Context: an optimization exercise on an open-source flow, tuned for small area, a short achievable clock period and few clock cycles per item. The choices shown serve that exercise and are no tape-out recipe.
In this exercise RTL edits were held to simulation tests only and were not proved equivalent to the original.
No activity file was given, so power comes from the tool's default toggle rates.

==> flow/design.v (outline; a module is shown in full before it is edited, if it fits) <==
// module Raptor64Mult: 2480 lines
// module pgc: 6 lines
// module gpn: 6 lines
// module gn: 5 lines
// module digq: 10 lines
// module bmx: 5 lines
// module bx: 5 lines
// module bxn: 5 lines
// module fa3: 6 lines
// module ha2: 6 lines
// module fa1c: 6 lines
module Raptor64Mult(rst, clk, ld, sgn, isMuli, a, b, imm, o, done);
  // ...
==> flow/flow/run.sh <==
#!/bin/bash
# Own layout flow: the standard layout (standard.sh, unchanged synthesis and
# steps), run with a larger setup repair margin than config.mk accepts, so that
# repair_timing keeps working on paths until they fit in a shorter period.
# The clock, constraints and design are the standard flow's; only the repair target moves.
set -euo pipefail
MARGIN=$(cat flow/margin.txt)
sed -e "s/SETUP_SLACK_MARGIN=[-0-9.]*/SETUP_SLACK_MARGIN=${MARGIN}/" standard.sh > standard_margin.sh
grep -q "SETUP_SLACK_MARGIN=${MARGIN}" standard_margin.sh
bash standard_margin.sh > standard_margin.log 2>&1
==> flow/flow/margin.txt <==
6.8
==> flow/standard.sh <==
#!/bin/bash
# synth_recipe.tcl (not shown) runs the flow's synth.tcl, then flattens the netlist and writes it again
# the make line also repeats each setting of config.mk as NAME=value (left out here)
make -C /OpenROAD-flow-scripts/flow DESIGN_CONFIG=/design/flow/config.mk WORK_HOME=/design/flow/orfs CLKGATE_MAP_FILE= SYNTH_SCRIPT=/design/flow/synth_recipe.tcl "${@:-finish}"
==> flow/config.mk <==
export PLATFORM = sky130hd
export DESIGN_NAME = Raptor64Mult
export DESIGN_NICKNAME = Raptor64Mult
export VERILOG_FILES = /design/flow/design.v
export SDC_FILE = /design/flow/constraint.sdc
export NUM_CORES = 4
export LEC_CHECK = 0
export ABC_CLOCK_PERIOD_IN_PS = 3000
export CAP_MARGIN = 50
export CORE_MARGIN = 2
export CORE_UTILIZATION = 55
export SETUP_SLACK_MARGIN = 5
export SLEW_MARGIN = 70
export SYNTH_HIERARCHICAL = 1
export SYNTH_MINIMUM_KEEP_SIZE = 0
==> flow/constraint.sdc <==
create_clock -name core_clock -period 10.0 [get_ports {clk}]
set_input_delay 2.0000 -clock core_clock [delete_from_list [all_inputs] [get_ports {clk}]]
set_output_delay 2.0000 -clock core_clock [all_outputs]
set_load 0.01 [all_outputs]
==> results.toml, run 1 <==
[outcome]
status = "timing/DRC/antenna clean"

[place]
port_buffers = 325
routabilityCongestion = 0.8997
hpwl_um = 77080

[setup_path]
worstPathMaxFanout = 11
cp-start-kind = "flop"
slowest_delay_ps = 610
reg2reg_from = "u_q1.one[2]$_DFF_P_"
reg2reg_depth = 8

[power_and_ir_drop]
switching_power_mw = 7.432
p_seq_frac = 0.166
comb_power_mw = 12.0
clkPwrFrac = 0.112
p_int_mw = 9.209
power.share.switching = 0.4466

[global_route]
grt_pass1_vias = 27240
grt_antenna_before_repair = 1
busiest_layer = "met2"
track_usage = 0.3567

[yosys]
synth.cell_area_sq_um = 33260
synth_compound_area_frac = 0.1860
synth_top_area_share = 0.2721
synth_common_cells = "512 x xor2_1, 455 x a22o_1, 452 x fa_1, 425 x dfxtp_1, 294 x and2_1"
syn_inst = 2862
yosysTopAreaCell = "fa_1"
synthMuxAreaShare = 0.02032

[detailed_routing]
route.met3.wl_um = 13090
ant_nets = 0
dr.pass1.iters = 6
wl_per_cell_um = 28.24

[cells_and_area]
multi_input_area_share = 0.6001
synthToLayoutAreaGrowth_pct = 32.74
inv_count = 27
multi_input_area_sq_um = 26490

[sta]
rsz0062_at_grt = "true"
clock_skew_ps = 53.89
fin_crit_sh = 0.3334
final_hold_viol_count = 0
tightest_slew_ps = 543.9

[worst_hold_path]
hold_class = "flop to flop"
holdCritStartpoint = "ph[5]$_SDFF_PP0_"

[cts]
htreeDepth = 2

[die]
rows = 90
die_width_um = 249.9
Testbench counts, summed over its fixed seeds: cycles 19,200, items 2,400.
==> run 2: changes to the inputs <==
--- a/flow/design.v
+++ b/flow/design.v
@@ -21,23 +21,34 @@
 wire [6:0] one0, two0, neg0;  
 wire [6:0] one1, two1, neg1;  
 wire [6:0] one2, two2, neg2;  
 reg [57:0] oh;        
 wire [63:0] d = isMuli ? imm : b;
 wire [84:0] dx = {{20{sgn & d[63]}}, d, 1'b0};   
 wire first = ph[0];
 assign done = ph[6];
-wire [14:0] nx = busy ? dr[14:0] : dx[14:0];
+wire [14:0] xr = dr[14:0];
+wire [14:0] xb = {b[13:0], 1'b0};
+wire [14:0] xi = {imm[13:0], 1'b0};
 wire [6:0] one_n, two_n, neg_n;
 genvar k;
 generate for (k = 0; k < 7; k = k + 1) begin : enc
-	assign one_n[k] = nx[2*k+1] ^ nx[2*k];
-	assign two_n[k] = (nx[2*k+2] & ~nx[2*k+1] & ~nx[2*k]) | (~nx[2*k+2] & nx[2*k+1] & nx[2*k]);
-	assign neg_n[k] = nx[2*k+2] & ~(nx[2*k+1] & nx[2*k]);
+	wire one_r = xr[2*k+1] ^ xr[2*k];
+	wire two_r = (xr[2*k+2] & ~xr[2*k+1] & ~xr[2*k]) | (~xr[2*k+2] & xr[2*k+1] & xr[2*k]);
+	wire neg_r = xr[2*k+2] & ~(xr[2*k+1] & xr[2*k]);
+	wire one_b = xb[2*k+1] ^ xb[2*k];
+	wire two_b = (xb[2*k+2] & ~xb[2*k+1] & ~xb[2*k]) | (~xb[2*k+2] & xb[2*k+1] & xb[2*k]);
+	wire neg_b = xb[2*k+2] & ~(xb[2*k+1] & xb[2*k]);
+	wire one_i = xi[2*k+1] ^ xi[2*k];
+	wire two_i = (xi[2*k+2] & ~xi[2*k+1] & ~xi[2*k]) | (~xi[2*k+2] & xi[2*k+1] & xi[2*k]);
+	wire neg_i = xi[2*k+2] & ~(xi[2*k+1] & xi[2*k]);
+	assign one_n[k] = busy ? one_r : isMuli ? one_i : one_b;
+	assign two_n[k] = busy ? two_r : isMuli ? two_i : two_b;
+	assign neg_n[k] = busy ? neg_r : isMuli ? neg_i : neg_b;
 end endgenerate
 always @(posedge clk) begin
 	if (rst)
 		ph <= 7'd0;
 	else
 		ph <= {ph[5:0], ld};
 	busy <= ~rst & (ld | ph[0] | ph[1] | ph[2] | ph[3]);
 	shf <= ~rst & (ld | ph[0] | ph[1] | ph[2] | ph[3] | ph[4]);
@@ -1479,200 +1490,200 @@
 wire s817, c818, s819, c820, s821, c822, s823, c824, s825, c826, s827, c828, s829, c830, s831, c832;
 wire s833, c834, s835, c836, s837, c838, s839, c840, s841, c842, s843, c844, s845, c846, s847, c848;
 wire s849, c850, s851, c852, s853, c854, s855, c856, s857, c858, s859, c860, s861, c862, s863, c864;
 wire s865, c866, s867, c868, s869, c870, s871, c872, s873, c874, s875, c876, s877, c878, s879, c880;
 wire s881, c882, s883, c884, s885, c886, s887, c888, s889, c890, s891, c892, s893, c894, s895, c896;
 wire s897, c898, s899, c900, s901, c902, s903, c904, s905, c906, s907, c908, s909, c910, s911, c912;
 wire s913, c914, s915, c916, s917, c918, s919, c920, s921, c922, s923, c924, s925, c926, s927, c928;
 wire s929, c930, s931, c932, s933, c934, s935, c936;
-ha2 u_s1 (.x(sr[6]), .y(cr[6]), .s(s1), .c(c2));
-ha2 u_s3 (.x(sr[7]), .y(cr[7]), .s(s3), .c(c4));
-fa3 u_s5 (.x(sr[8]), .y(cr[8]), .z(neg2[4]), .s(s5), .c(c6));
+ha2 u_s1 (.x((sr[6] & ~first)), .y((cr[6] & ~first)), .s(s1), .c(c2));
+ha2 u_s3 (.x((sr[7] & ~first)), .y((cr[7] & ~first)), .s(s3), .c(c4));
+fa3 u_s5 (.x((sr[8] & ~first)), .y((cr[8] & ~first)), .z(neg2[4]), .s(s5), .c(c6));
 ha2 u_s7 (.x(r_0[8]), .y(r_1[6]), .s(s7), .c(c8));
-fa3 u_s9 (.x(sr[9]), .y(cr[9]), .z(r_0[9]), .s(s9), .c(c10));
+fa3 u_s9 (.x((sr[9] & ~first)), .y((cr[9] & ~first)), .z(r_0[9]), .s(s9), .c(c10));
 ha2 u_s11 (.x(r_1[7]), .y(r_2[5]), .s(s11), .c(c12));
-fa3 u_s13 (.x(sr[10]), .y(cr[10]), .z(neg2[5]), .s(s13), .c(c14));
+fa3 u_s13 (.x((sr[10] & ~first)), .y((cr[10] & ~first)), .z(neg2[5]), .s(s13), .c(c14));
 fa3 u_s15 (.x(r_0[10]), .y(r_1[8]), .z(r_2[6]), .s(s15), .c(c16));
 ha2 u_s17 (.x(r_3[4]), .y(r_4[2]), .s(s17), .c(c18));
-fa3 u_s19 (.x(sr[11]), .y(cr[11]), .z(r_0[11]), .s(s19), .c(c20));
+fa3 u_s19 (.x((sr[11] & ~first)), .y((cr[11] & ~first)), .z(r_0[11]), .s(s19), .c(c20));
 fa3 u_s21 (.x(r_1[9]), .y(r_2[7]), .z(r_3[5]), .s(s21), .c(c22));
 ha2 u_s23 (.x(r_4[3]), .y(r_5[1]), .s(s23), .c(c24));
-fa3 u_s25 (.x(sr[12]), .y(cr[12]), .z(r_0[12]), .s(s25), .c(c26));
+fa3 u_s25 (.x((sr[12] & ~first)), .y((cr[12] & ~first)), .z(r_0[12]), .s(s25), .c(c26));
 fa3 u_s27 (.x(r_1[10]), .y(r_2[8]), .z(r_3[6]), .s(s27), .c(c28));
 fa3 u_s29 (.x(r_4[4]), .y(r_5[2]), .z(r_6[0]), .s(s29), .c(c30));
-fa3 u_s31 (.x(sr[13]), .y(cr[13]), .z(r_0[13]), .s(s31), .c(c32));
+fa3 u_s31 (.x((sr[13] & ~first)), .y((cr[13] & ~first)), .z(r_0[13]), .s(s31), .c(c32));
 fa3 u_s33 (.x(r_1[11]), .y(r_2[9]), .z(r_3[7]), .s(s33), .c(c34));
 fa3 u_s35 (.x(r_4[5]), .y(r_5[3]), .z(r_6[1]), .s(s35), .c(c36));
-fa3 u_s37 (.x(sr[14]), .y(cr[14]), .z(r_0[14]), .s(s37), .c(c38));
+fa3 u_s37 (.x((sr[14] & ~first)), .y((cr[14] & ~first)), .z(r_0[14]), .s(s37), .c(c38));
 fa3 u_s39 (.x(r_1[12]), .y(r_2[10]), .z(r_3[8]), .s(s39), .c(c40));
 fa3 u_s41 (.x(r_4[6]), .y(r_5[4]), .z(r_6[2]), .s(s41), .c(c42));
-fa3 u_s43 (.x(sr[15]), .y(cr[15]), .z(r_0[15]), .s(s43), .c(c44));
+fa3 u_s43 (.x((sr[15] & ~first)), .y((cr[15] & ~first)), .z(r_0[15]), .s(s43), .c(c44));
 fa3 u_s45 (.x(r_1[13]), .y(r_2[11]), .z(r_3[9]), .s(s45), .c(c46));
 fa3 u_s47 (.x(r_4[7]), .y(r_5[5]), .z(r_6[3]), .s(s47), .c(c48));
-fa3 u_s49 (.x(sr[16]), .y(cr[16]), .z(r_0[16]), .s(s49), .c(c50));
+fa3 u_s49 (.x((sr[16] & ~first)), .y((cr[16] & ~first)), .z(r_0[16]), .s(s49), .c(c50));
 fa3 u_s51 (.x(r_1[14]), .y(r_2[12]), .z(r_3[10]), .s(s51), .c(c52));
 fa3 u_s53 (.x(r_4[8]), .y(r_5[6]), .z(r_6[4]), .s(s53), .c(c54));
-fa3 u_s55 (.x(sr[17]), .y(cr[17]), .z(r_0[17]), .s(s55), .c(c56));
+fa3 u_s55 (.x((sr[17] & ~first)), .y((cr[17] & ~first)), .z(r_0[17]), .s(s55), .c(c56));
 fa3 u_s57 (.x(r_1[15]), .y(r_2[13]), .z(r_3[11]), .s(s57), .c(c58));
 fa3 u_s59 (.x(r_4[9]), .y(r_5[7]), .z(r_6[5]), .s(s59), .c(c60));
-fa3 u_s61 (.x(sr[18]), .y(cr[18]), .z(r_0[18]), .s(s61), .c(c62));
+fa3 u_s61 (.x((sr[18] & ~first)), .y((cr[18] & ~first)), .z(r_0[18]), .s(s61), .c(c62));
 fa3 u_s63 (.x(r_1[16]), .y(r_2[14]), .z(r_3[12]), .s(s63), .c(c64));
 fa3 u_s65 (.x(r_4[10]), .y(r_5[8]), .z(r_6[6]), .s(s65), .c(c66));
-fa3 u_s67 (.x(sr[19]), .y(cr[19]), .z(r_0[19]), .s(s67), .c(c68));
+fa3 u_s67 (.x((sr[19] & ~first)), .y((cr[19] & ~first)), .z(r_0[19]), .s(s67), .c(c68));
 fa3 u_s69 (.x(r_1[17]), .y(r_2[15]), .z(r_3[13]), .s(s69), .c(c70));
 fa3 u_s71 (.x(r_4[11]), .y(r_5[9]), .z(r_6[7]), .s(s71), .c(c72));
-fa3 u_s73 (.x(sr[20]), .y(cr[20]), .z(r_0[20]), .s(s73), .c(c74));
+fa3 u_s73 (.x((sr[20] & ~first)), .y((cr[20] & ~first)), .z(r_0[20]), .s(s73), .c(c74));
 fa3 u_s75 (.x(r_1[18]), .y(r_2[16]), .z(r_3[14]), .s(s75), .c(c76));
 fa3 u_s77 (.x(r_4[12]), .y(r_5[10]), .z(r_6[8]), .s(s77), .c(c78));
-fa3 u_s79 (.x(sr[21]), .y(cr[21]), .z(r_0[21]), .s(s79), .c(c80));
+fa3 u_s79 (.x((sr[21] & ~first)), .y((cr[21] & ~first)), .z(r_0[21]), .s(s79), .c(c80));
 fa3 u_s81 (.x(r_1[19]), .y(r_2[17]), .z(r_3[15]), .s(s81), .c(c82));
 fa3 u_s83 (.x(r_4[13]), .y(r_5[11]), .z(r_6[9]), .s(s83), .c(c84));
-fa3 u_s85 (.x(sr[22]), .y(cr[22]), .z(r_0[22]), .s(s85), .c(c86));
+fa3 u_s85 (.x((sr[22] & ~first)), .y((cr[22] & ~first)), .z(r_0[22]), .s(s85), .c(c86));
 fa3 u_s87 (.x(r_1[20]), .y(r_2[18]), .z(r_3[16]), .s(s87), .c(c88));
 fa3 u_s89 (.x(r_4[14]), .y(r_5[12]), .z(r_6[10]), .s(s89), .c(c90));
-fa3 u_s91 (.x(sr[23]), .y(cr[23]), .z(r_0[23]), .s(s91), .c(c92));
+fa3 u_s91 (.x((sr[23] & ~first)), .y((cr[23] & ~first)), .z(r_0[23]), .s(s91), .c(c92));
 fa3 u_s93 (.x(r_1[21]), .y(r_2[19]), .z(r_3[17]), .s(s93), .c(c94));
 fa3 u_s95 (.x(r_4[15]), .y(r_5[13]), .z(r_6[11]), .s(s95), .c(c96));
-fa3 u_s97 (.x(sr[24]), .y(cr[24]), .z(r_0[24]), .s(s97), .c(c98));
+fa3 u_s97 (.x((sr[24] & ~first)), .y((cr[24] & ~first)), .z(r_0[24]), .s(s97), .c(c98));
 fa3 u_s99 (.x(r_1[22]), .y(r_2[20]), .z(r_3[18]), .s(s99), .c(c100));
 fa3 u_s101 (.x(r_4[16]), .y(r_5[14]), .z(r_6[12]), .s(s101), .c(c102));
-fa3 u_s103 (.x(sr[25]), .y(cr[25]), .z(r_0[25]), .s(s103), .c(c104));
+fa3 u_s103 (.x((sr[25] & ~first)), .y((cr[25] & ~first)), .z(r_0[25]), .s(s103), .c(c104));
 fa3 u_s105 (.x(r_1[23]), .y(r_2[21]), .z(r_3[19]), .s(s105), .c(c106));
 fa3 u_s107 (.x(r_4[17]), .y(r_5[15]), .z(r_6[13]), .s(s107), .c(c108));
-fa3 u_s109 (.x(sr[26]), .y(cr[26]), .z(r_0[26]), .s(s109), .c(c110));
+fa3 u_s109 (.x((sr[26] & ~first)), .y((cr[26] & ~first)), .z(r_0[26]), .s(s109), .c(c110));
 fa3 u_s111 (.x(r_1[24]), .y(r_2[22]), .z(r_3[20]), .s(s111), .c(c112));
 fa3 u_s113 (.x(r_4[18]), .y(r_5[16]), .z(r_6[14]), .s(s113), .c(c114));
-fa3 u_s115 (.x(sr[27]), .y(cr[27]), .z(r_0[27]), .s(s115), .c(c116));
+fa3 u_s115 (.x((sr[27] & ~first)), .y((cr[27] & ~first)), .z(r_0[27]), .s(s115), .c(c116));
 fa3 u_s117 (.x(r_1[25]), .y(r_2[23]), .z(r_3[21]), .s(s117), .c(c118));
 fa3 u_s119 (.x(r_4[19]), .y(r_5[17]), .z(r_6[15]), .s(s119), .c(c120));
-fa3 u_s121 (.x(sr[28]), .y(cr[28]), .z(r_0[28]), .s(s121), .c(c122));
+fa3 u_s121 (.x((sr[28] & ~first)), .y((cr[28] & ~first)), .z(r_0[28]), .s(s121), .c(c122));
 fa3 u_s123 (.x(r_1[26]), .y(r_2[24]), .z(r_3[22]), .s(s123), .c(c124));
 fa3 u_s125 (.x(r_4[20]), .y(r_5[18]), .z(r_6[16]), .s(s125), .c(c126));
-fa3 u_s127 (.x(sr[29]), .y(cr[29]), .z(r_0[29]), .s(s127), .c(c128));
+fa3 u_s127 (.x((sr[29] & ~first)), .y((cr[29] & ~first)), .z(r_0[29]), .s(s127), .c(c128));
 fa3 u_s129 (.x(r_1[27]), .y(r_2[25]), .z(r_3[23]), .s(s129), .c(c130));
 fa3 u_s131 (.x(r_4[21]), .y(r_5[19]), .z(r_6[17]), .s(s131), .c(c132));
-fa3 u_s133 (.x(sr[30]), .y(cr[30]), .z(r_0[30]), .s(s133), .c(c134));
+fa3 u_s133 (.x((sr[30] & ~first)), .y((cr[30] & ~first)), .z(r_0[30]), .s(s133), .c(c134));
 fa3 u_s135 (.x(r_1[28]), .y(r_2[26]), .z(r_3[24]), .s(s135), .c(c136));
 fa3 u_s137 (.x(r_4[22]), .y(r_5[20]), .z(r_6[18]), .s(s137), .c(c138));
-fa3 u_s139 (.x(sr[31]), .y(cr[31]), .z(r_0[31]), .s(s139), .c(c140));
+fa3 u_s139 (.x((sr[31] & ~first)), .y((cr[31] & ~first)), .z(r_0[31]), .s(s139), .c(c140));
 fa3 u_s141 (.x(r_1[29]), .y(r_2[27]), .z(r_3[25]), .s(s141), .c(c142));
 fa3 u_s143 (.x(r_4[23]), .y(r_5[21]), .z(r_6[19]), .s(s143), .c(c144));
-fa3 u_s145 (.x(sr[32]), .y(cr[32]), .z(r_0[32]), .s(s145), .c(c146));
+fa3 u_s145 (.x((sr[32] & ~first)), .y((cr[32] & ~first)), .z(r_0[32]), .s(s145), .c(c146));
 fa3 u_s147 (.x(r_1[30]), .y(r_2[28]), .z(r_3[26]), .s(s147), .c(c148));
 fa3 u_s149 (.x(r_4[24]), .y(r_5[22]), .z(r_6[20]), .s(s149), .c(c150));
-fa3 u_s151 (.x(sr[33]), .y(cr[33]), .z(r_0[33]), .s(s151), .c(c152));
+fa3 u_s151 (.x((sr[33] & ~first)), .y((cr[33] & ~first)), .z(r_0[33]), .s(s151), .c(c152));
 fa3 u_s153 (.x(r_1[31]), .y(r_2[29]), .z(r_3[27]), .s(s153), .c(c154));
 fa3 u_s155 (.x(r_4[25]), .y(r_5[23]), .z(r_6[21]), .s(s155), .c(c156));
-fa3 u_s157 (.x(sr[34]), .y(cr[34]), .z(r_0[34]), .s(s157), .c(c158));
+fa3 u_s157 (.x((sr[34] & ~first)), .y((cr[34] & ~first)), .z(r_0[34]), .s(s157), .c(c158));
 fa3 u_s159 (.x(r_1[32]), .y(r_2[30]), .z(r_3[28]), .s(s159), .c(c160));
 fa3 u_s161 (.x(r_4[26]), .y(r_5[24]), .z(r_6[22]), .s(s161), .c(c162));
-fa3 u_s163 (.x(sr[35]), .y(cr[35]), .z(r_0[35]), .s(s163), .c(c164));
+fa3 u_s163 (.x((sr[35] & ~first)), .y((cr[35] & ~first)), .z(r_0[35]), .s(s163), .c(c164));
 fa3 u_s165 (.x(r_1[33]), .y(r_2[31]), .z(r_3[29]), .s(s165), .c(c166));
 fa3 u_s167 (.x(r_4[27]), .y(r_5[25]), .z(r_6[23]), .s(s167), .c(c168));
-fa3 u_s169 (.x(sr[36]), .y(cr[36]), .z(r_0[36]), .s(s169), .c(c170));
+fa3 u_s169 (.x((sr[36] & ~first)), .y((cr[36] & ~first)), .z(r_0[36]), .s(s169), .c(c170));
 fa3 u_s171 (.x(r_1[34]), .y(r_2[32]), .z(r_3[30]), .s(s171), .c(c172));
 fa3 u_s173 (.x(r_4[28]), .y(r_5[26]), .z(r_6[24]), .s(s173), .c(c174));
-fa3 u_s175 (.x(sr[37]), .y(cr[37]), .z(r_0[37]), .s(s175), .c(c176));
+fa3 u_s175 (.x((sr[37] & ~first)), .y((cr[37] & ~first)), .z(r_0[37]), .s(s175), .c(c176));
 fa3 u_s177 (.x(r_1[35]), .y(r_2[33]), .z(r_3[31]), .s(s177), .c(c178));
 fa3 u_s179 (.x(r_4[29]), .y(r_5[27]), .z(r_6[25]), .s(s179), .c(c180));
-fa3 u_s181 (.x(sr[38]), .y(cr[38]), .z(r_0[38]), .s(s181), .c(c182));
+fa3 u_s181 (.x((sr[38] & ~first)), .y((cr[38] & ~first)), .z(r_0[38]), .s(s181), .c(c182));
 fa3 u_s183 (.x(r_1[36]), .y(r_2[34]), .z(r_3[32]), .s(s183), .c(c184));
 fa3 u_s185 (.x(r_4[30]), .y(r_5[28]), .z(r_6[26]), .s(s185), .c(c186));
-fa3 u_s187 (.x(sr[39]), .y(cr[39]), .z(r_0[39]), .s(s187), .c(c188));
+fa3 u_s187 (.x((sr[39] & ~first)), .y((cr[39] & ~first)), .z(r_0[39]), .s(s187), .c(c188));
 fa3 u_s189 (.x(r_1[37]), .y(r_2[35]), .z(r_3[33]), .s(s189), .c(c190));
 fa3 u_s191 (.x(r_4[31]), .y(r_5[29]), .z(r_6[27]), .s(s191), .c(c192));
-fa3 u_s193 (.x(sr[40]), .y(cr[40]), .z(r_0[40]), .s(s193), .c(c194));
+fa3 u_s193 (.x((sr[40] & ~first)), .y((cr[40] & ~first)), .z(r_0[40]), .s(s193), .c(c194));
 fa3 u_s195 (.x(r_1[38]), .y(r_2[36]), .z(r_3[34]), .s(s195), .c(c196));
 fa3 u_s197 (.x(r_4[32]), .y(r_5[30]), .z(r_6[28]), .s(s197), .c(c198));
-fa3 u_s199 (.x(sr[41]), .y(cr[41]), .z(r_0[41]), .s(s199), .c(c200));
+fa3 u_s199 (.x((sr[41] & ~first)), .y((cr[41] & ~first)), .z(r_0[41]), .s(s199), .c(c200));
 fa3 u_s201 (.x(r_1[39]), .y(r_2[37]), .z(r_3[35]), .s(s201), .c(c202));
 fa3 u_s203 (.x(r_4[33]), .y(r_5[31]), .z(r_6[29]), .s(s203), .c(c204));
-fa3 u_s205 (.x(sr[42]), .y(cr[42]), .z(r_0[42]), .s(s205), .c(c206));
+fa3 u_s205 (.x((sr[42] & ~first)), .y((cr[42] & ~first)), .z(r_0[42]), .s(s205), .c(c206));
 fa3 u_s207 (.x(r_1[40]), .y(r_2[38]), .z(r_3[36]), .s(s207), .c(c208));
 fa3 u_s209 (.x(r_4[34]), .y(r_5[32]), .z(r_6[30]), .s(s209), .c(c210));
-fa3 u_s211 (.x(sr[43]), .y(cr[43]), .z(r_0[43]), .s(s211), .c(c212));
+fa3 u_s211 (.x((sr[43] & ~first)), .y((cr[43] & ~first)), .z(r_0[43]), .s(s211), .c(c212));
 fa3 u_s213 (.x(r_1[41]), .y(r_2[39]), .z(r_3[37]), .s(s213), .c(c214));
 fa3 u_s215 (.x(r_4[35]), .y(r_5[33]), .z(r_6[31]), .s(s215), .c(c216));
-fa3 u_s217 (.x(sr[44]), .y(cr[44]), .z(r_0[44]), .s(s217), .c(c218));
+fa3 u_s217 (.x((sr[44] & ~first)), .y((cr[44] & ~first)), .z(r_0[44]), .s(s217), .c(c218));
 fa3 u_s219 (.x(r_1[42]), .y(r_2[40]), .z(r_3[38]), .s(s219), .c(c220));
 fa3 u_s221 (.x(r_4[36]), .y(r_5[34]), .z(r_6[32]), .s(s221), .c(c222));
-fa3 u_s223 (.x(sr[45]), .y(cr[45]), .z(r_0[45]), .s(s223), .c(c224));
+fa3 u_s223 (.x((sr[45] & ~first)), .y((cr[45] & ~first)), .z(r_0[45]), .s(s223), .c(c224));
 fa3 u_s225 (.x(r_1[43]), .y(r_2[41]), .z(r_3[39]), .s(s225), .c(c226));
 fa3 u_s227 (.x(r_4[37]), .y(r_5[35]), .z(r_6[33]), .s(s227), .c(c228));
-fa3 u_s229 (.x(sr[46]), .y(cr[46]), .z(r_0[46]), .s(s229), .c(c230));
+fa3 u_s229 (.x((sr[46] & ~first)), .y((cr[46] & ~first)), .z(r_0[46]), .s(s229), .c(c230));
 fa3 u_s231 (.x(r_1[44]), .y(r_2[42]), .z(r_3[40]), .s(s231), .c(c232));
 fa3 u_s233 (.x(r_4[38]), .y(r_5[36]), .z(r_6[34]), .s(s233), .c(c234));
-fa3 u_s235 (.x(sr[47]), .y(cr[47]), .z(r_0[47]), .s(s235), .c(c236));
+fa3 u_s235 (.x((sr[47] & ~first)), .y((cr[47] & ~first)), .z(r_0[47]), .s(s235), .c(c236));
 fa3 u_s237 (.x(r_1[45]), .y(r_2[43]), .z(r_3[41]), .s(s237), .c(c238));
 fa3 u_s239 (.x(r_4[39]), .y(r_5[37]), .z(r_6[35]), .s(s239), .c(c240));
-fa3 u_s241 (.x(sr[48]), .y(cr[48]), .z(r_0[48]), .s(s241), .c(c242));
+fa3 u_s241 (.x((sr[48] & ~first)), .y((cr[48] & ~first)), .z(r_0[48]), .s(s241), .c(c242));
 fa3 u_s243 (.x(r_1[46]), .y(r_2[44]), .z(r_3[42]), .s(s243), .c(c244));
 fa3 u_s245 (.x(r_4[40]), .y(r_5[38]), .z(r_6[36]), .s(s245), .c(c246));
-fa3 u_s247 (.x(sr[49]), .y(cr[49]), .z(r_0[49]), .s(s247), .c(c248));
+fa3 u_s247 (.x((sr[49] & ~first)), .y((cr[49] & ~first)), .z(r_0[49]), .s(s247), .c(c248));
 fa3 u_s249 (.x(r_1[47]), .y(r_2[45]), .z(r_3[43]), .s(s249), .c(c250));
 fa3 u_s251 (.x(r_4[41]), .y(r_5[39]), .z(r_6[37]), .s(s251), .c(c252));
-fa3 u_s253 (.x(sr[50]), .y(cr[50]), .z(r_0[50]), .s(s253), .c(c254));
+fa3 u_s253 (.x((sr[50] & ~first)), .y((cr[50] & ~first)), .z(r_0[50]), .s(s253), .c(c254));
 fa3 u_s255 (.x(r_1[48]), .y(r_2[46]), .z(r_3[44]), .s(s255), .c(c256));
 fa3 u_s257 (.x(r_4[42]), .y(r_5[40]), .z(r_6[38]), .s(s257), .c(c258));
-fa3 u_s259 (.x(sr[51]), .y(cr[51]), .z(r_0[51]), .s(s259), .c(c260));
+fa3 u_s259 (.x((sr[51] & ~first)), .y((cr[51] & ~first)), .z(r_0[51]), .s(s259), .c(c260));
 fa3 u_s261 (.x(r_1[49]), .y(r_2[47]), .z(r_3[45]), .s(s261), .c(c262));
 fa3 u_s263 (.x(r_4[43]), .y(r_5[41]), .z(r_6[39]), .s(s263), .c(c264));
-fa3 u_s265 (.x(sr[52]), .y(cr[52]), .z(r_0[52]), .s(s265), .c(c266));
+fa3 u_s265 (.x((sr[52] & ~first)), .y((cr[52] & ~first)), .z(r_0[52]), .s(s265), .c(c266));
 fa3 u_s267 (.x(r_1[50]), .y(r_2[48]), .z(r_3[46]), .s(s267), .c(c268));
 fa3 u_s269 (.x(r_4[44]), .y(r_5[42]), .z(r_6[40]), .s(s269), .c(c270));
-fa3 u_s271 (.x(sr[53]), .y(cr[53]), .z(r_0[53]), .s(s271), .c(c272));
+fa3 u_s271 (.x((sr[53] & ~first)), .y((cr[53] & ~first)), .z(r_0[53]), .s(s271), .c(c272));
 fa3 u_s273 (.x(r_1[51]), .y(r_2[49]), .z(r_3[47]), .s(s273), .c(c274));
 fa3 u_s275 (.x(r_4[45]), .y(r_5[43]), .z(r_6[41]), .s(s275), .c(c276));
-fa3 u_s277 (.x(sr[54]), .y(cr[54]), .z(r_0[54]), .s(s277), .c(c278));
+fa3 u_s277 (.x((sr[54] & ~first)), .y((cr[54] & ~first)), .z(r_0[54]), .s(s277), .c(c278));
 fa3 u_s279 (.x(r_1[52]), .y(r_2[50]), .z(r_3[48]), .s(s279), .c(c280));
 fa3 u_s281 (.x(r_4[46]), .y(r_5[44]), .z(r_6[42]), .s(s281), .c(c282));
-fa3 u_s283 (.x(sr[55]), .y(cr[55]), .z(r_0[55]), .s(s283), .c(c284));
+fa3 u_s283 (.x((sr[55] & ~first)), .y((cr[55] & ~first)), .z(r_0[55]), .s(s283), .c(c284));
 fa3 u_s285 (.x(r_1[53]), .y(r_2[51]), .z(r_3[49]), .s(s285), .c(c286));
 fa3 u_s287 (.x(r_4[47]), .y(r_5[45]), .z(r_6[43]), .s(s287), .c(c288));
-fa3 u_s289 (.x(sr[56]), .y(cr[56]), .z(r_0[56]), .s(s289), .c(c290));
+fa3 u_s289 (.x((sr[56] & ~first)), .y((cr[56] & ~first)), .z(r_0[56]), .s(s289), .c(c290));
 fa3 u_s291 (.x(r_1[54]), .y(r_2[52]), .z(r_3[50]), .s(s291), .c(c292));
 fa3 u_s293 (.x(r_4[48]), .y(r_5[46]), .z(r_6[44]), .s(s293), .c(c294));
-fa3 u_s295 (.x(sr[57]), .y(cr[57]), .z(r_0[57]), .s(s295), .c(c296));
+fa3 u_s295 (.x((sr[57] & ~first)), .y((cr[57] & ~first)), .z(r_0[57]), .s(s295), .c(c296));
 fa3 u_s297 (.x(r_1[55]), .y(r_2[53]), .z(r_3[51]), .s(s297), .c(c298));
 fa3 u_s299 (.x(r_4[49]), .y(r_5[47]), .z(r_6[45]), .s(s299), .c(c300));
-fa3 u_s301 (.x(sr[58]), .y(cr[58]), .z(r_0[58]), .s(s301), .c(c302));
+fa3 u_s301 (.x((sr[58] & ~first)), .y((cr[58] & ~first)), .z(r_0[58]), .s(s301), .c(c302));
 fa3 u_s303 (.x(r_1[56]), .y(r_2[54]), .z(r_3[52]), .s(s303), .c(c304));
 fa3 u_s305 (.x(r_4[50]), .y(r_5[48]), .z(r_6[46]), .s(s305), .c(c306));
-fa3 u_s307 (.x(sr[59]), .y(cr[59]), .z(r_0[59]), .s(s307), .c(c308));
+fa3 u_s307 (.x((sr[59] & ~first)), .y((cr[59] & ~first)), .z(r_0[59]), .s(s307), .c(c308));
 fa3 u_s309 (.x(r_1[57]), .y(r_2[55]), .z(r_3[53]), .s(s309), .c(c310));
 fa3 u_s311 (.x(r_4[51]), .y(r_5[49]), .z(r_6[47]), .s(s311), .c(c312));
-fa3 u_s313 (.x(sr[60]), .y(cr[60]), .z(r_0[60]), .s(s313), .c(c314));
+fa3 u_s313 (.x((sr[60] & ~first)), .y((cr[60] & ~first)), .z(r_0[60]), .s(s313), .c(c314));
 fa3 u_s315 (.x(r_1[58]), .y(r_2[56]), .z(r_3[54]), .s(s315), .c(c316));
 fa3 u_s317 (.x(r_4[52]), .y(r_5[50]), .z(r_6[48]), .s(s317), .c(c318));
-fa3 u_s319 (.x(sr[61]), .y(cr[61]), .z(r_0[61]), .s(s319), .c(c320));
+fa3 u_s319 (.x((sr[61] & ~first)), .y((cr[61] & ~first)), .z(r_0[61]), .s(s319), .c(c320));
 fa3 u_s321 (.x(r_1[59]), .y(r_2[57]), .z(r_3[55]), .s(s321), .c(c322));
 fa3 u_s323 (.x(r_4[53]), .y(r_5[51]), .z(r_6[49]), .s(s323), .c(c324));
-fa3 u_s325 (.x(sr[62]), .y(cr[62]), .z(r_0[62]), .s(s325), .c(c326));
+fa3 u_s325 (.x((sr[62] & ~first)), .y((cr[62] & ~first)), .z(r_0[62]), .s(s325), .c(c326));
 fa3 u_s327 (.x(r_1[60]), .y(r_2[58]), .z(r_3[56]), .s(s327), .c(c328));
 fa3 u_s329 (.x(r_4[54]), .y(r_5[52]), .z(r_6[50]), .s(s329), .c(c330));
-fa3 u_s331 (.x(sr[63]), .y(cr[63]), .z(r_0[63]), .s(s331), .c(c332));
+fa3 u_s331 (.x((sr[63] & ~first)), .y((cr[63] & ~first)), .z(r_0[63]), .s(s331), .c(c332));
 fa3 u_s333 (.x(r_1[61]), .y(r_2[59]), .z(r_3[57]), .s(s333), .c(c334));
 fa3 u_s335 (.x(r_4[55]), .y(r_5[53]), .z(r_6[51]), .s(s335), .c(c336));
-fa3 u_s337 (.x(sr[64]), .y(cr[64]), .z(r_0[64]), .s(s337), .c(c338));
+fa3 u_s337 (.x((sr[64] & ~first)), .y((cr[64] & ~first)), .z(r_0[64]), .s(s337), .c(c338));
 fa3 u_s339 (.x(r_1[62]), .y(r_2[60]), .z(r_3[58]), .s(s339), .c(c340));
 fa3 u_s341 (.x(r_4[56]), .y(r_5[54]), .z(r_6[52]), .s(s341), .c(c342));
-fa3 u_s343 (.x(sr[65]), .y(cr[65]), .z(r_0[65]), .s(s343), .c(c344));
+fa3 u_s343 (.x((sr[65] | first)), .y((cr[65] & ~first)), .z(r_0[65]), .s(s343), .c(c344));
 fa3 u_s345 (.x(r_1[63]), .y(r_2[61]), .z(r_3[59]), .s(s345), .c(c346));
 fa3 u_s347 (.x(r_4[57]), .y(r_5[55]), .z(r_6[53]), .s(s347), .c(c348));
 fa1c u_s349 (.x(r_1[64]), .y(r_2[62]), .s(s349), .c(c350));
 fa3 u_s351 (.x(r_3[60]), .y(r_4[58]), .z(r_5[56]), .s(s351), .c(c352));
 fa3 u_s353 (.x(r_1[65]), .y(r_2[63]), .z(r_3[61]), .s(s353), .c(c354));
 assign s355 = ~r_2[64];
 assign c356 = r_2[64];
-ha2 u_s357 (.x(sr[2]), .y(cr[2]), .s(s357), .c(c358));
-ha2 u_s359 (.x(sr[3]), .y(cr[3]), .s(s359), .c(c360));
-fa3 u_s361 (.x(sr[4]), .y(cr[4]), .z(neg2[2]), .s(s361), .c(c362));
+ha2 u_s357 (.x((sr[2] & ~first)), .y((cr[2] & ~first)), .s(s357), .c(c358));
+ha2 u_s359 (.x((sr[3] & ~first)), .y((cr[3] & ~first)), .s(s359), .c(c360));
+fa3 u_s361 (.x((sr[4] & ~first)), .y((cr[4] & ~first)), .z(neg2[2]), .s(s361), .c(c362));
 ha2 u_s363 (.x(r_0[4]), .y(r_1[2]), .s(s363), .c(c364));
-fa3 u_s365 (.x(sr[5]), .y(cr[5]), .z(r_0[5]), .s(s365), .c(c366));
+fa3 u_s365 (.x((sr[5] & ~first)), .y((cr[5] & ~first)), .z(r_0[5]), .s(s365), .c(c366));
 ha2 u_s367 (.x(r_1[3]), .y(r_2[1]), .s(s367), .c(c368));
 fa3 u_s369 (.x(neg2[3]), .y(s1), .z(r_0[6]), .s(s369), .c(c370));
 fa3 u_s371 (.x(r_1[4]), .y(r_2[2]), .z(r_3[0]), .s(s371), .c(c372));
 fa3 u_s373 (.x(c2), .y(s3), .z(r_0[7]), .s(s373), .c(c374));
 fa3 u_s375 (.x(r_1[5]), .y(r_2[3]), .z(r_3[1]), .s(s375), .c(c376));
 fa3 u_s377 (.x(c4), .y(r_2[4]), .z(r_3[2]), .s(s377), .c(c378));
 fa3 u_s379 (.x(r_4[0]), .y(s5), .z(s7), .s(s379), .c(c380));
 fa3 u_s381 (.x(c6), .y(r_3[3]), .z(r_4[1]), .s(s381), .c(c382));
@@ -1797,18 +1808,18 @@
 fa3 u_s619 (.x(r_6[56]), .y(s355), .z(c354), .s(s619), .c(c620));
 fa3 u_s621 (.x(r_2[65]), .y(r_3[63]), .z(r_4[61]), .s(s621), .c(c622));
 fa3 u_s623 (.x(r_5[59]), .y(r_6[57]), .z(c356), .s(s623), .c(c624));
 fa1c u_s625 (.x(r_3[64]), .y(r_4[62]), .s(s625), .c(c626));
 ha2 u_s627 (.x(r_5[60]), .y(r_6[58]), .s(s627), .c(c628));
 fa3 u_s629 (.x(r_3[65]), .y(r_4[63]), .z(r_5[61]), .s(s629), .c(c630));
 assign s631 = ~r_4[64];
 assign c632 = r_4[64];
-ha2 u_s633 (.x(sr[0]), .y(cr[0]), .s(s633), .c(c634));
-ha2 u_s635 (.x(sr[1]), .y(cr[1]), .s(s635), .c(c636));
+ha2 u_s633 (.x((sr[0] & ~first)), .y((cr[0] & ~first)), .s(s633), .c(c634));
+ha2 u_s635 (.x((sr[1] & ~first)), .y((cr[1] & ~first)), .s(s635), .c(c636));
 fa3 u_s637 (.x(neg2[1]), .y(s357), .z(r_0[2]), .s(s637), .c(c638));
 fa3 u_s639 (.x(c358), .y(s359), .z(r_0[3]), .s(s639), .c(c640));
 fa3 u_s641 (.x(c360), .y(r_2[0]), .z(s361), .s(s641), .c(c642));
 fa3 u_s643 (.x(c362), .y(c364), .z(s367), .s(s643), .c(c644));
 fa3 u_s645 (.x(c368), .y(c366), .z(s369), .s(s645), .c(c646));
 fa3 u_s647 (.x(c370), .y(c372), .z(s373), .s(s647), .c(c648));
 fa3 u_s649 (.x(c374), .y(c376), .z(s377), .s(s649), .c(c650));
 fa3 u_s651 (.x(c378), .y(s381), .z(c380), .s(s651), .c(c652));
@@ -1953,26 +1964,26 @@
 fa3 u_s927 (.x(c630), .y(s777), .z(c776), .s(s927), .c(c928));
 fa3 u_s929 (.x(c632), .y(c778), .z(s779), .s(s929), .c(c930));
 fa3 u_s931 (.x(r_6[62]), .y(s781), .z(c780), .s(s931), .c(c932));
 fa3 u_s933 (.x(r_5[65]), .y(r_6[63]), .z(c782), .s(s933), .c(c934));
 assign s935 = ~r_6[64];
 assign c936 = r_6[64];
 wire [79:0] ts = {1'b0, 1'b1, r_6[65], s935, s933, s931, s929, s927, s925, s923, s921, s919, s917, s915, s913, s911, s909, s907, s905, s903, s901, s899, s897, s895, s893, s891, s889, s887, s885, s883, s881, s879, s877, s875, s873, s871, s869, s867, s865, s863, s861, s859, s857, s855, s853, s851, s849, s847, s845, s843, s841, s839, s837, s835, s833, s831, s829, s827, s825, s823, s821, s819, s817, s815, s813, s811, s809, s807, s805, s803, s801, s799, s797, s795, s793, s791, s789, s787, s785, s783};
 wire [79:0] tc = {1'b0, 1'b0, c936, c934, c932, c930, c928, c926, c924, c922, c920, c918, c916, c914, c912, c910, c908, c906, c904, c902, c900, c898, c896, c894, c892, c890, c888, c886, c884, c882, c880, c878, c876, c874, c872, c870, c868, c866, c864, c862, c860, c858, c856, c854, c852, c850, c848, c846, c844, c842, c840, c838, c836, c834, c832, c830, c828, c826, c824, c822, c820, c818, c816, c814, c812, c810, c808, c806, c804, c802, c800, c798, c796, c794, c792, c790, c788, c786, c784, 1'b0};
-wire [15:0] lo = lsr + {lcr[13:1], ca} + {nbit, 12'b0} + cb;
+wire [15:0] lo = (lsr & {14{~first}}) + ({lcr[13:1], ca} & {14{~first}}) + {nbit, 12'b0} + cb;
 always @(posedge clk) begin
 	if (shf)
 		dr <= {lo[13:0], dr[69:14]};
 	else
 		dr <= dx[83:14];
-	sr <= busy ? ts[79:14] : 66'h20000000000000000;
-	cr <= busy ? tc[79:14] : 66'h0;
-	lsr <= busy ? ts[13:0] : 14'h0;
-	lcr <= busy ? tc[13:0] : 14'h0;
+	sr <= ts[79:14];
+	cr <= tc[79:14];
+	lsr <= ts[13:0];
+	lcr <= tc[13:0];
 	nbit <= busy & neg2[6];
 	ca <= busy & (lo[15] | lo[14]);
 	cb <= busy & lo[15];
 end
 wire [71:0] fa_p, fa_g;
 pgc u_fa_pg0 (.a(lsr[0]), .b(ca), .p(fa_p[0]), .g(fa_g[0]));
 pgc u_fa_pg1 (.a(lsr[1]), .b(lcr[1]), .p(fa_p[1]), .g(fa_g[1]));
 pgc u_fa_pg2 (.a(lsr[2]), .b(lcr[2]), .p(fa_p[2]), .g(fa_g[2]));
==> flow/run.sh (new file) <==
#!/bin/bash
# synth_recipe.tcl (not shown) runs the flow's synth.tcl, then flattens the netlist and writes it again
# the make line also repeats each setting of config.mk as NAME=value (left out here)
make -C /OpenROAD-flow-scripts/flow DESIGN_CONFIG=/design/flow/config.mk WORK_HOME=/design/flow/orfs CLKGATE_MAP_FILE= SYNTH_SCRIPT=/design/flow/synth_recipe.tcl finish
removed: flow/flow/run.sh
removed: flow/flow/margin.txt
removed: flow/standard.sh
==> results.toml, run 2 <==
[outcome]
status = "timing/DRC/antenna clean"

[yosys]
synth.distinct_cells = 58
synth_most_common_cell = "xor2_1"
synthFlopType = "dfxtp_1"
synth_top_area_share = 0.2685
ys_ff_latch = 423
synth.yosys.seq_area_share = 0.2513
yosysTopAreaCell = "fa_1"
ys_async_sr_fraction = 0
syn_inst = 2956
yosys-top-cells-area = "fa_1 27%, dfxtp_1 25%, xor2_1 13%, a22o_1 12%, ha_1 4.9%"
synth-edff-count = 0
synth_common_cells = "512 x xor2_1, 455 x a22o_1, 452 x fa_1, 423 x dfxtp_1, 203 x a21o_1"
avgSynthCellArea_sq_um = 11.40
synth.cell_area_sq_um = 33700
yosysWarnings = 8

[detailed_routing]
drtIter0Drc = 2672
viasPerCell = 6.220
vias = 25790
wirelength_met1_um = 45820
ant_nets = 0
top_layer = "met4"
wirelength_um = 111700
wl_per_cell_um = 26.93
drc = 0
route.met3.wl_um = 10450
dr.pass1.iters = 5
met2WireLength_um = 51180

[setup_path]
crit_arrival_ps = 1840
cp_cell_sequence = "clkdlybuf4s50_1"
worst-path-buf-inv = 1
slowest_delay_ps = 660
cp-start-kind = "flop"
required_ps = 8000
crit_family = "buffers and inverters"
cp-end-kind = "output port"
critical_path_class = "flop to output port"
worstPathMaxFanout = 7
cp_slowest_cell = "clkdlybuf4s50_1"

[die]
start_util = 0.5574
die_y_um = 251.5
pin_count = 326
core_area_sq_um = 60470
rows = 90
die-area_sq_um = 63270
die_width_um = 251.5

[sta]
fmax_mhz = 260.1
final_max_slew_viol_count = 0
tightest_slew_ps = 503.0
clock_skew_ps = 27.95
min_period_ps = 3845
rsz0062_at_grt = "false"
fin_crit_sh = 0.3845
final_hold_viol_count = 0
finalSetupTns_ps = 0
setup_viol = 0
max_slew_margin = 0.6551

[place]
placed_area_sq_um = 38530
hpwl_um = 81630
routabilityCongestion = 0.9402
port_buffers = 325

[global_route]
grt_antenna_before_repair = 0
track_usage = 0.3497
gr-total-overflow = 0
grt_max_degree = 89
grt_pass1_vias = 26950
grt_pass1_wl_um = 166800

[cts]
post_cts_buffers = 0
cts_tree = "done"
cts_max_path_buffers = 3
cts_resized = 0
hold_buffers = 0
clkTransAtPathRegs_ps = 60
clk_latency_ps = 620
clock-sinks = 423
htreeDepth = 2
root_buffer = "clkbuf_16"
cts_made_buffers = 49

[cells_and_area]
final_cell_mix = "512 x xor2_1, 455 x a22o_1, 452 x fa_1"
antennaDiodeCount = 0
fill_cells = 4691
largest_register_ffs = 70
fin_nets = 4103
synthToLayoutAreaGrowth_pct = 19.80
regMostFlops = "dr"
final_common_cell = "xor2_1"
drive_above_1_share = 0.07699
final_cell_area_sq_um = 40380
reg_top3 = "dr: 70 flops, ar: 65 flops"

[worst_hold_path]
hold_class = "flop to flop"

[power_and_ir_drop]
ir_worst_vdd_mv = 0.2599
power_density_nw_per_um2 = 424.2
leakage_nw = 18.67

[flow_run]
drv_cap = 0
-- run 2: metrics by stage --
step / util / cells / worst slack, ps / power (mW) / hold slack, ps
3_3_place_gp: 0.6267 / 4036 / 5983 / 14.56 / 430.4
2_1_floorplan: - / 2957 / 6657 / 10.83 / 413.8
6_report: 0.6677 / 4146 / 6155 / 17.13 / 445.4
5_1_grt: 0.6677 / 4146 / 6121 / 18.55 / 475.0
3_5_place_dp: 0.6371 / 4048 / 6332 / 15.03 / 432.9
4_1_cts: 0.6652 / 4140 / 6116 / 17.07 / 446.4
-- run 2: layout make-up --
type                       count  area, sq um  area share
inverter                      29        108.9    0.002696
timing repair buffer         363         3900     0.09659
tap                          782        978.4     0.02423
clock buffer                  69         1414     0.03502
clock inverter                23        281.5    0.006972
multi-input combinational   2457        24940      0.6176
sequential                   423         8757      0.2169
-- run 2: modules after synthesis, one instance, submodules excluded, a selection --
module / flip-flops and latches / area (sq um) / copies in the design
bxn: 0 / 8.758 / 7
Raptor64Mult: 360 / 12020 / 1
bx: 0 / 8.758 / 448
fa1c: 0 / 27.53 / 2
fa3: 0 / 20.02 / 449
gpn: 0 / 13.76 / 137
gn: 0 / 7.507 / 61
digq: 21 / 420.4 / 3
pgc: 0 / 12.51 / 72
-- run 2: cell families (layout without fill, tap and decap cells) --
| family | count (synthesis) | in the layout | synth area share |
|---|---|---|---|
| buf+inv | 77 | 484 | 0.009466 |
| mux | 59 | 59 | 0.01760 |
| xor+xnor | 527 | 527 | 0.1369 |
| other cells | 1 | 2 | 0.0001113 |
| flops | 423 | 423 | 0.2513 |
| compound gates | 803 | 803 | 0.1897 |
| fa+ha+maj | 583 | 583 | 0.3171 |
| simple gates | 483 | 483 | 0.07785 |
-- run 2: final timing paths --
path | from | to | slack, ps | depth (start not counted)
setup / recovery | dr[4]$_DFF_P_ | o[4] | 6160 | 1
hold / removal | ph[5]$_SDFF_PP0_ | ph[6]$_SDFF_PP0_ | 450 | 1
setup reg to reg | ph[0]$_SDFF_PP0_ | dr[67]$_DFF_P_ | 6630 | 12
hold reg to reg | ph[5]$_SDFF_PP0_ | ph[6]$_SDFF_PP0_ | 450 | 1
-- run 2: where the power goes --
part | switching, mW | internal [mW]
combinational | 6.12 | 5.63
sequential | 0.834 | 2.64
clock | 0.768 | 1.14
-- run 2: routing by layer --
layer | vias to the layer above | global-route usage
li1 | 11160 | -
met1 | 12970 | 0.4759
met2 | 1398 | 0.5489
met3 | 256 | 0.08150
met4 | 0 | 0.1230
met5 | - | 0
Testbench counts of run 2, summed over its fixed seeds: cycles 19,200, items 2,400.
==> run 3: changes to the inputs <==
==> flow/flow/run.sh (new file) <==
#!/bin/bash
set -euo pipefail
MARGIN=$(cat flow/margin.txt)
export BUFFER_PORTS_ARGS="-buffer_cell $(cat flow/bufcell.txt)"
sed -e "s/SETUP_SLACK_MARGIN=[-0-9.]*/SETUP_SLACK_MARGIN=${MARGIN}/" standard.sh > standard_margin.sh
grep -q "SETUP_SLACK_MARGIN=${MARGIN}" standard_margin.sh
bash standard_margin.sh > standard_margin.log 2>&1
==> flow/flow/bufcell.txt (new file) <==
sky130_fd_sc_hd__buf_1
==> flow/flow/margin.txt (new file) <==
6.6
==> flow/standard.sh (new file) <==
#!/bin/bash
# synth_recipe.tcl (not shown) runs the flow's synth.tcl, then flattens the netlist and writes it again
# the make line also repeats each setting of config.mk as NAME=value (left out here)
make -C /OpenROAD-flow-scripts/flow DESIGN_CONFIG=/design/flow/config.mk WORK_HOME=/design/flow/orfs CLKGATE_MAP_FILE= SYNTH_SCRIPT=/design/flow/synth_recipe.tcl "${@:-finish}"
removed: flow/run.sh
==> results.toml, run 3 <==
[outcome]
status = "timing/DRC/antenna clean"

[setup_path]
cp-end-kind = "output port"
worst-path-buf-inv = 1
critical_path_class = "flop to output port"
cp_cell_sequence = "buf_2"
slowest_delay_ps = 480
cp_slowest_cell = "dfxtp_1"
crit_arrival_ps = 1360
worstPathMaxFanout = 7
required_ps = 8000
cp-start-kind = "flop"
crit_family = "flip-flops"

[global_route]
track_usage = 0.3506
grt_max_degree = 60
grt_antenna_before_repair = 9
grt_pass1_wl_um = 167400
gr-total-overflow = 0
grt_pass1_vias = 26840

[power_and_ir_drop]
power.share.switching = 0.4647
leakage_nw = 17.90
p_seq_frac = 0.201
clkPwrFrac = 0.114
switching_power_mw = 8.006
ir_worst_vdd_mv = 0.3898
power_mw = 17.23
power_frac_comb = 0.685
p_int_mw = 9.221
power_density_nw_per_um2 = 447.4

[place]
hpwl_um = 81250
routabilityCongestion = 0.9503
port_buffers = 325

[cts]
hold_buffers = 0
clock-sinks = 423
clk_latency_ps = 630
clkTransAtPathRegs_ps = 60
cts_made_buffers = 50
cts_max_path_buffers = 3
htreeDepth = 2
cts_tree = "done"
root_buffer = "clkbuf_16"

[detailed_routing]
ant_nets = 0
viasPerCell = 6.215
wl_per_cell_um = 26.85
wirelength_um = 111600
dr.pass1.iters = 8
drtIter0Drc = 2419
drc = 0
vias = 25840

[sta]
final_hold_viol_count = 0
final_max_slew_viol_count = 0
min_period_ps = 3359
fmax_mhz = 297.7
fin_crit_sh = 0.3359
clock_skew_ps = 21.73
rsz0062_at_grt = "false"
setup_viol = 0
finalSetupTns_ps = 0

[cells_and_area]
largest_register_ffs = 70
reg_top3 = "dr: 70 flops, ar: 65 flops"
fin_nets = 4112
final_common_cell = "xor2_1"
regArea_sq_um = 8740
drive_above_1_share = 0.08180
regMostFlops = "dr"
fill_cells = 4889
multi_input_area_sq_um = 24940
synthToLayoutAreaGrowth_pct = 14.25
final_cell_mix = "512 x xor2_1, 455 x a22o_1, 452 x fa_1"

[yosys]
yosysTopAreaCell = "fa_1"
synth_most_common_cell = "xor2_1"
synth_top_area_share = 0.2685
synth.distinct_cells = 58
synth_common_cells = "512 x xor2_1, 455 x a22o_1, 452 x fa_1, 423 x dfxtp_1, 203 x a21o_1"
synth.cell_area_sq_um = 33700
ys_ff_latch = 423
synth.yosys.seq_area_share = 0.2513
avgSynthCellArea_sq_um = 11.40
yosysWarnings = 8
synth-edff-count = 0
ys_async_sr_fraction = 0
synthFlopType = "dfxtp_1"
yosys-top-cells-area = "fa_1 27%, dfxtp_1 25%, xor2_1 13%, a22o_1 12%, ha_1 4.9%"
syn_inst = 2956

[die]
pin_count = 326
die_y_um = 251.5
die-area_sq_um = 63270
die_width_um = 251.5
start_util = 0.5574
rows = 90
core_area_sq_um = 60470

[flow_run]
drv_cap = 0

[worst_hold_path]
hold_class = "flop to flop"
-- run 3: changes by cell type in the layout (fill, tap and decap cells not counted), sizes merged --
| cell | before | now |
|---|---|---|
| diode | 0 | 2 |
| clkdlybuf4s50 | 324 | 0 |
| inv | 30 | 35 |
| bufinv | 6 | 4 |
| buf | 38 | 368 |
| clkbuf | 70 | 71 |
-- run 3: layout make-up --
class / count / area share
Antenna cell: 2 / 0.0001300
Timing Repair Buffer: 371 / 0.05098
Multi-Input combinational cell: 2457 / 0.6477
Clock inverter: 26 / 0.007928
Clock buffer: 68 / 0.03795
Sequential cell: 423 / 0.2270
Inverter: 29 / 0.002924
Tap cell: 782 / 0.02541
-- run 3: final timing paths --
path / start / cells past startpoint / end / slack, ps
worst max register to register: ph[0]$_SDFF_PP0_ / 7 / lsr[10]$_DFF_P_ / 6720
worst min-delay path: ph[5]$_SDFF_PP0_ / 1 / ph[6]$_SDFF_PP0_ / 440
worst max-delay path: dr[6]$_DFF_P_ / 1 / o[6] / 6640
worst min register to register: ph[5]$_SDFF_PP0_ / 1 / ph[6]$_SDFF_PP0_ / 440
-- run 3: logic make-up after synthesis --
group	share of synthesized area
xor gates and xnor gates	0.1369
adders and majority gates	0.3171
buffers and inverters	0.009466
AOI/OAI and AO/OA	0.1897
muxes	0.01760
and+or+nand+nor	0.07785
DFF	0.2513
other	0.0001113
-- run 3: power groups by stage --
stage,clock (mW),combinational [mW],sequential (mW)
4_1_cts,1.99,11.8,3.43
3_5_place_dp,0,11.6,3.45
3_3_place_gp,0,11.2,3.47
2_1_floorplan,0,7.67,3.16
6_report,1.96,11.8,3.47
5_1_grt,2.06,13.1,3.49
-- run 3: timing repair --
action / in CTS / in global routing
buffers inserted: 0 / 2
gates resized for setup: 11 / 7
pin swaps: 0 / 0
endpoints found under the setup margin: 56 / 26
gates cloned: 0 / 1
-- run 3: per-layer routing --
layer | share of wire | global-route usage | up-vias
met5 | 0.00070 | 0 | -
met4 | 0.046 | 0.1481 | 12
met3 | 0.10 | 0.09656 | 301
met2 | 0.45 | 0.5364 | 1444
met1 | 0.41 | 0.4694 | 12910
li1 | - | - | 11170
-- run 3: per-module statistics from Yosys (local to each module, per instance) --
| module | flip-flops and latches | times used |
|---|---|---|
| digq | 21 | 3 |
| bmx | 0 | 455 |
| fa1c | 0 | 2 |
| gn | 0 | 61 |
| bx | 0 | 448 |
| fa3 | 0 | 449 |
| ha2 | 0 | 13 |
| bxn | 0 | 7 |
| gpn | 0 | 137 |
| pgc | 0 | 72 |
| Raptor64Mult | 360 | 1 |
-- run 3: per-stage QoR --
stage / hold slack [ps] / utilization / instances / instance area, sq um / setup slack (ps)
6_report: 444.5 / 0.6368 / 4158 / 38510 / 6641
5_1_grt: 465.8 / 0.6367 / 4156 / 38500 / 6600
4_1_cts: 447.7 / 0.6338 / 4150 / 38320 / 6576
3_5_place_dp: 434.1 / 0.6040 / 4056 / 36520 / 6275
3_3_place_gp: 431.5 / 0.5940 / 4043 / 35920 / 5825
2_1_floorplan: 413.8 / - / 2957 / 33710 / 6657
==> run 4: changes to the inputs <==
==> flow/flow/run.sh (replaced) <==
#!/bin/bash
# Own layout flow: the standard layout (standard.sh, unchanged synthesis and
# steps), run with a larger setup repair margin than config.mk accepts, so that
# repair_timing keeps working on paths until they fit in a shorter period.
# The clock, constraints and design are the standard flow's; only the repair target moves.
set -euo pipefail
MARGIN=$(cat flow/margin.txt)
sed -e "s/SETUP_SLACK_MARGIN=[-0-9.]*/SETUP_SLACK_MARGIN=${MARGIN}/" standard.sh > standard_margin.sh
grep -q "SETUP_SLACK_MARGIN=${MARGIN}" standard_margin.sh
bash standard_margin.sh > standard_margin.log 2>&1
==> flow/flow/margin.txt (replaced) <==
6.9
removed: flow/flow/bufcell.txt
==> results.toml, run 4 <==
[setup_path]
worstPathMaxFanout = 13
required_ps = 10490
critical_path_class = "flop to flop"
cp-start-kind = "flop"
crit_arrival_ps = 3620
cp-end-kind = "flop"

[cells_and_area]
fill_cells = 4355
multi_input_area_sq_um = 25570
fin_nets = 4241
fin_util = 0.7118
final_common_cell = "xor2_1"
drive_above_1_share = 0.2102
final_cell_area_sq_um = 43040
stdcell_count = 4285
largest_register_ffs = 70
synthToLayoutAreaGrowth_pct = 27.71
reg_top3 = "dr: 70 flops, ar: 65 flops"
regArea_sq_um = 9056
final_cell_mix = "459 x xor2_1, 452 x a22o_1, 389 x fa_1"
regMostFlops = "dr"

[detailed_routing]
wl_per_cell_um = 28.84
dr.pass1.iters = 7
vias = 27460
wirelength_um = 123600
ant_nets = 0
viasPerCell = 6.408
drc = 0
drtIter0Drc = 2866

[die]
die_width_um = 251.5
die-area_sq_um = 63270
pin_count = 326
rows = 90
die_y_um = 251.5
start_util = 0.5574
core_area_sq_um = 60470

[place]
dp_slack_ps = 6161
routabilityCongestion = 0.9479
placed_area_sq_um = 38800
placed_cells = 4052
hpwl_um = 83080
port_buffers = 325

[power_and_ir_drop]
power_density_nw_per_um2 = 417.6
power_mw = 17.98
ir_worst_vdd_mv = 0.2598
leakage_nw = 19.91

[sta]
fmax_mhz = 319.4
fin_crit_sh = 0.3131
clock_skew_ps = 18.87
final_max_slew_viol_count = 0
rsz0062_at_grt = "true"
worst_slack_ps = 6869
hold_ws_ps = 444.4
min_period_ps = 3131
setup_viol = 0
finalSetupTns_ps = 0
final_hold_viol_count = 0

[yosys]
yosysWarnings = 8
synthFlopType = "dfxtp_1"
synth.yosys.seq_area_share = 0.2513
synth_top_area_share = 0.2685
ys_async_sr_fraction = 0
syn_inst = 2956
avgSynthCellArea_sq_um = 11.40
yosys-top-cells-area = "fa_1 27%, dfxtp_1 25%, xor2_1 13%, a22o_1 12%, ha_1 4.9%"
synth_common_cells = "512 x xor2_1, 455 x a22o_1, 452 x fa_1, 423 x dfxtp_1, 203 x a21o_1"
yosysTopAreaCell = "fa_1"
ys_ff_latch = 423
synth.cell_area_sq_um = 33700
synth-edff-count = 0
synth.distinct_cells = 58
synth_most_common_cell = "xor2_1"

[global_route]
gr-total-overflow = 0
grt_pass1_wl_um = 177000
grt_antenna_before_repair = 2
track_usage = 0.3750
grt_pass1_vias = 27920
grt_max_degree = 46

[cts]
clkTransAtPathRegs_ps = 60
htreeDepth = 2
hold_buffers = 0
cts_made_buffers = 50
cts_max_path_buffers = 3
cts_tree = "done"
clk_latency_ps = 620
root_buffer = "clkbuf_16"
clock-sinks = 423

[outcome]
status = "timing/DRC/antenna clean"

[worst_hold_path]
hold_class = "flop to flop"

[flow_run]
drv_cap = 0
==> run 4: logic make-up after synthesis <==
| family | synth area share |
|---|---|
| AO/OA/AOI/OAI | 0.1897 |
| XOR/XNOR | 0.1369 |
| adder cells (fa/ha/maj) | 0.3171 |
| buffers and inverters | 0.009466 |
| flip-flops | 0.2513 |
| multiplexers | 0.01760 |
| other | 0.0001113 |
| AND/OR/NAND/NOR | 0.07785 |
==> run 4: where the power goes <==
group	total, mW	leakage, nW	switching, mW	internal, mW
Combinational	12.6	15.4	6.68	5.91
Clock	2.03	0.875	0.812	1.21
Sequential	3.36	3.63	0.713	2.64
Total	18.0	19.9	8.21	9.77
==> run 4: layer usage <==
metal | global-route usage | vias to the layer above | share of wire
li1 | - | 11400 | -
met1 | 0.4937 | 13710 | 0.38
met2 | 0.5712 | 1870 | 0.44
met3 | 0.1136 | 477 | 0.12
met4 | 0.1680 | 4 | 0.058
met5 | 0 | - | 0.00022
==> run 4: worst max-delay path: stages, from the launching register on <==
cell and delay [ps]:
dfxtp_4 370, buf_12 170, buf_16 180, buf_16 170, nor2b_1 80, fa_1 450
fa_1 480, fa_1 630, fa_1 440
==> run 4: final cells by class <==
cell class                 count  area share
sequential                   423      0.2104
multi-input combinational   2457      0.5939
clock buffer                  61     0.03197
timing repair buffer         500      0.1286
inverter                      29    0.002616
antenna                        1  0.00005814
tap                          782     0.02273
clock inverter                32    0.009651
==> run 4: final timing paths <==
| kind | slack [ps] | to | cells after the start | from |
|---|---|---|---|---|
| max | 6870 | lsr[13]$_DFF_P_ | 8 | ph[0]$_SDFF_PP0_ |
| min | 440 | dr[7]$_DFF_P_ | 2 | dr[21]$_DFF_P_ |
| max reg2reg | 6870 | lsr[13]$_DFF_P_ | 8 | ph[0]$_SDFF_PP0_ |
| min reg2reg | 440 | dr[7]$_DFF_P_ | 2 | dr[21]$_DFF_P_ |
==> run 4: what timing repair did <==
action | CTS | global route
pin swaps | 24 | 69
resized for setup | 731 | 153
endpoints found under the setup margin | 215 | 111
setup buffers | 70 | 53
gates cloned | 7 | 4
==> run 4: Yosys stat by module (local to each module, per instance), a selection <==
module,flops+latches,times used,cells inside
Raptor64Mult,360,1,1104
bmx,0,455,1
bx,0,448,1
bxn,0,7,1
fa1c,0,2,5
fa3,0,449,1
gn,0,61,1
gpn,0,137,2
ha2,0,13,1
pgc,0,72,1
==> run 5: changes to the inputs <==
==> flow/flow/margin.txt (replaced) <==
6.6
==> results.toml, run 5 <==
[yosys]
synth-simple-area-share = 0.07785
synth-edff-count = 0
synth.cell_area_sq_um = 33700
synth_compound_area_frac = 0.1897
synth.yosys.seq_area_share = 0.2513
synth-xor-area-share = 0.1369
synth.distinct_cells = 58
yosysWarnings = 8
synthMuxAreaShare = 0.01760
synthFlopType = "dfxtp_1"
synth_top_family_by_area = "adder cells"
avgSynthCellArea_sq_um = 11.40
yosysTopAreaCell = "fa_1"
synth_most_common_cell = "xor2_1"
synth_common_cells = "512 x xor2_1, 455 x a22o_1, 452 x fa_1, 423 x dfxtp_1, 203 x a21o_1"
synth_top_area_share = 0.2685
synthAdderAreaFrac = 0.3171
syn_inst = 2956
ys_async_sr_fraction = 0
yosys-top-cells-area = "fa_1 27%, dfxtp_1 25%, xor2_1 13%, a22o_1 12%, ha_1 4.9%"
ys_ff_latch = 423

[setup_path]
crit_arrival_ps = 1370
reg2reg_from = "ar[43]$_DFF_P_"
cp-start-kind = "flop"
cp_slowest_cell = "dfxtp_2"
worstPathMaxFanout = 7
cp_cell_sequence = "dlygate4sd2_1"
slowest_delay_ps = 430
worst-path-buf-inv = 1
cp.depth = 1
crit_family = "flip-flops"
reg2reg_depth = 6
cp-end-kind = "output port"
critical_path_class = "flop to output port"
required_ps = 8000
cp-startpoint = "dr[2]$_DFF_P_"

[cts]
clock-sinks = 423
cts_max_path_buffers = 3
htreeDepth = 2
hold_buffers = 0
clkTransAtPathRegs_ps = 60
root_buffer = "clkbuf_16"
clk_latency_ps = 620
cts_made_buffers = 49
cts_tree = "done"

[detailed_routing]
wirelength_um = 111800
drc = 0
ant_nets = 0
dr.pass1.iters = 5
vias = 25910
wl_per_cell_um = 26.95
drtIter0Drc = 2655
viasPerCell = 6.244

[sta]
min_period_ps = 3366
final_hold_viol_count = 0
finalSetupTns_ps = 0
worst_slack_ps = 6634
setup_viol = 0
fin_crit_sh = 0.3366
hold_ws_ps = 445.3
final_max_slew_viol_count = 0
tightest_slew_ps = 499.8
fmax_mhz = 297.1
max_slew_margin = 0.6573
rsz0062_at_grt = "false"
clock_skew_ps = 28.66

[place]
dp_slack_ps = 6332
placed_cells = 4048
routabilityCongestion = 0.9402
port_buffers = 325
placed_area_sq_um = 38530
hpwl_um = 81630

[cells_and_area]
reg_top3 = "dr: 70 flops, ar: 65 flops"
fin_util = 0.6661
final_cell_area_sq_um = 40280
fin_nets = 4106
stdcell_count = 4150
largest_register_ffs = 70
synthToLayoutAreaGrowth_pct = 19.50
drive_above_1_share = 0.08108
regMostFlops = "dr"
multi_input_area_sq_um = 24940
final_cell_mix = "512 x xor2_1, 455 x a22o_1, 452 x fa_1"
final_common_cell = "xor2_1"
fill_cells = 4750
regArea_sq_um = 8791

[global_route]
grt_antenna_before_repair = 0
gr-total-overflow = 0
grt_pass1_wl_um = 166900
track_usage = 0.3497
grt_max_degree = 89
grt_pass1_vias = 26990

[die]
rows = 90
die_y_um = 251.5
die_width_um = 251.5
start_util = 0.5574
core_area_sq_um = 60470
die-area_sq_um = 63270
pin_count = 326

[worst_hold_path]
hold_class = "flop to flop"
hold_depth = 1
holdCritStartpoint = "ph[5]$_SDFF_PP0_"

[power_and_ir_drop]
power_mw = 16.99
ir_worst_vdd_mv = 0.2590
leakage_nw = 18.92
power_density_nw_per_um2 = 421.8

[outcome]
status = "timing/DRC/antenna clean"

[flow_run]
drv_cap = 0
## run 5: cell families after synthesis
logic type | after synthesis
adders and majority gates | 583
buffers and inverters | 77
DFF | 423
and+or+nand+nor | 483
xor gates and xnor gates | 527
other | 1
AOI/OAI and AO/OA | 803
muxes | 59
## run 5: Yosys stat by module (local to each module, per instance), a selection
module,cells inside,cell area [sq um],flops+latches
Raptor64Mult,1104,12020,360
bmx,1,8.758,0
bx,1,8.758,0
bxn,1,8.758,0
fa3,1,20.02,0
gn,1,7.507,0
gpn,2,13.76,0
## run 5: worst paths after layout
kind | slack [ps] | to
max | 6630 | o[2]
min | 450 | ph[6]$_SDFF_PP0_
max reg2reg | 6770 | sr[42]$_DFF_P_
min reg2reg | 450 | ph[6]$_SDFF_PP0_
## run 5: routing by layer
metal / track usage / share of wire / vias to the layer above
met5: 0 / 0 / -
met3: 0.08078 / 0.097 / 231
met1: 0.4761 / 0.41 / 13070
met4: 0.1216 / 0.036 / 0
met2: 0.5500 / 0.46 / 1438
li1: - / - / 11170
## run 5: cell type report
class	instances	share of cell area
multi-input combinational	2457	0.6191
sequential	423	0.2183
timing repair buffer	366	0.09335
clock buffer	69	0.03510
tap	782	0.02429
clock inverter	23	0.006990
inverter	29	0.002796
antenna	1	0.00006213
## run 5: power breakdown
part | switching [mW] | leakage (nW) | total, mW | internal [mW]
clock | 0.769 | 0.830 | 1.91 | 1.14
sequential | 0.822 | 3.59 | 3.46 | 2.64
combinational | 6.12 | 14.5 | 11.6 | 5.50
## run 5: timing repair
| item | 4_1_cts | 5_1_grt |
|---|---|---|
| endpoints found under the hold margin | 0 | 0 |
| endpoints found under the setup margin | 129 | 18 |
| gates resized for setup | 150 | 6 |
| setup buffers | 0 | 3 |

Setup slack of run 5, layout unchanged: 6.634 ns with ideal ports, 6.568 ns with driving cells assumed (clock clkbuf_16, inputs buf_2), 6.287 ns with port delays also shifted by the 0.669 ns mid clock arrival.
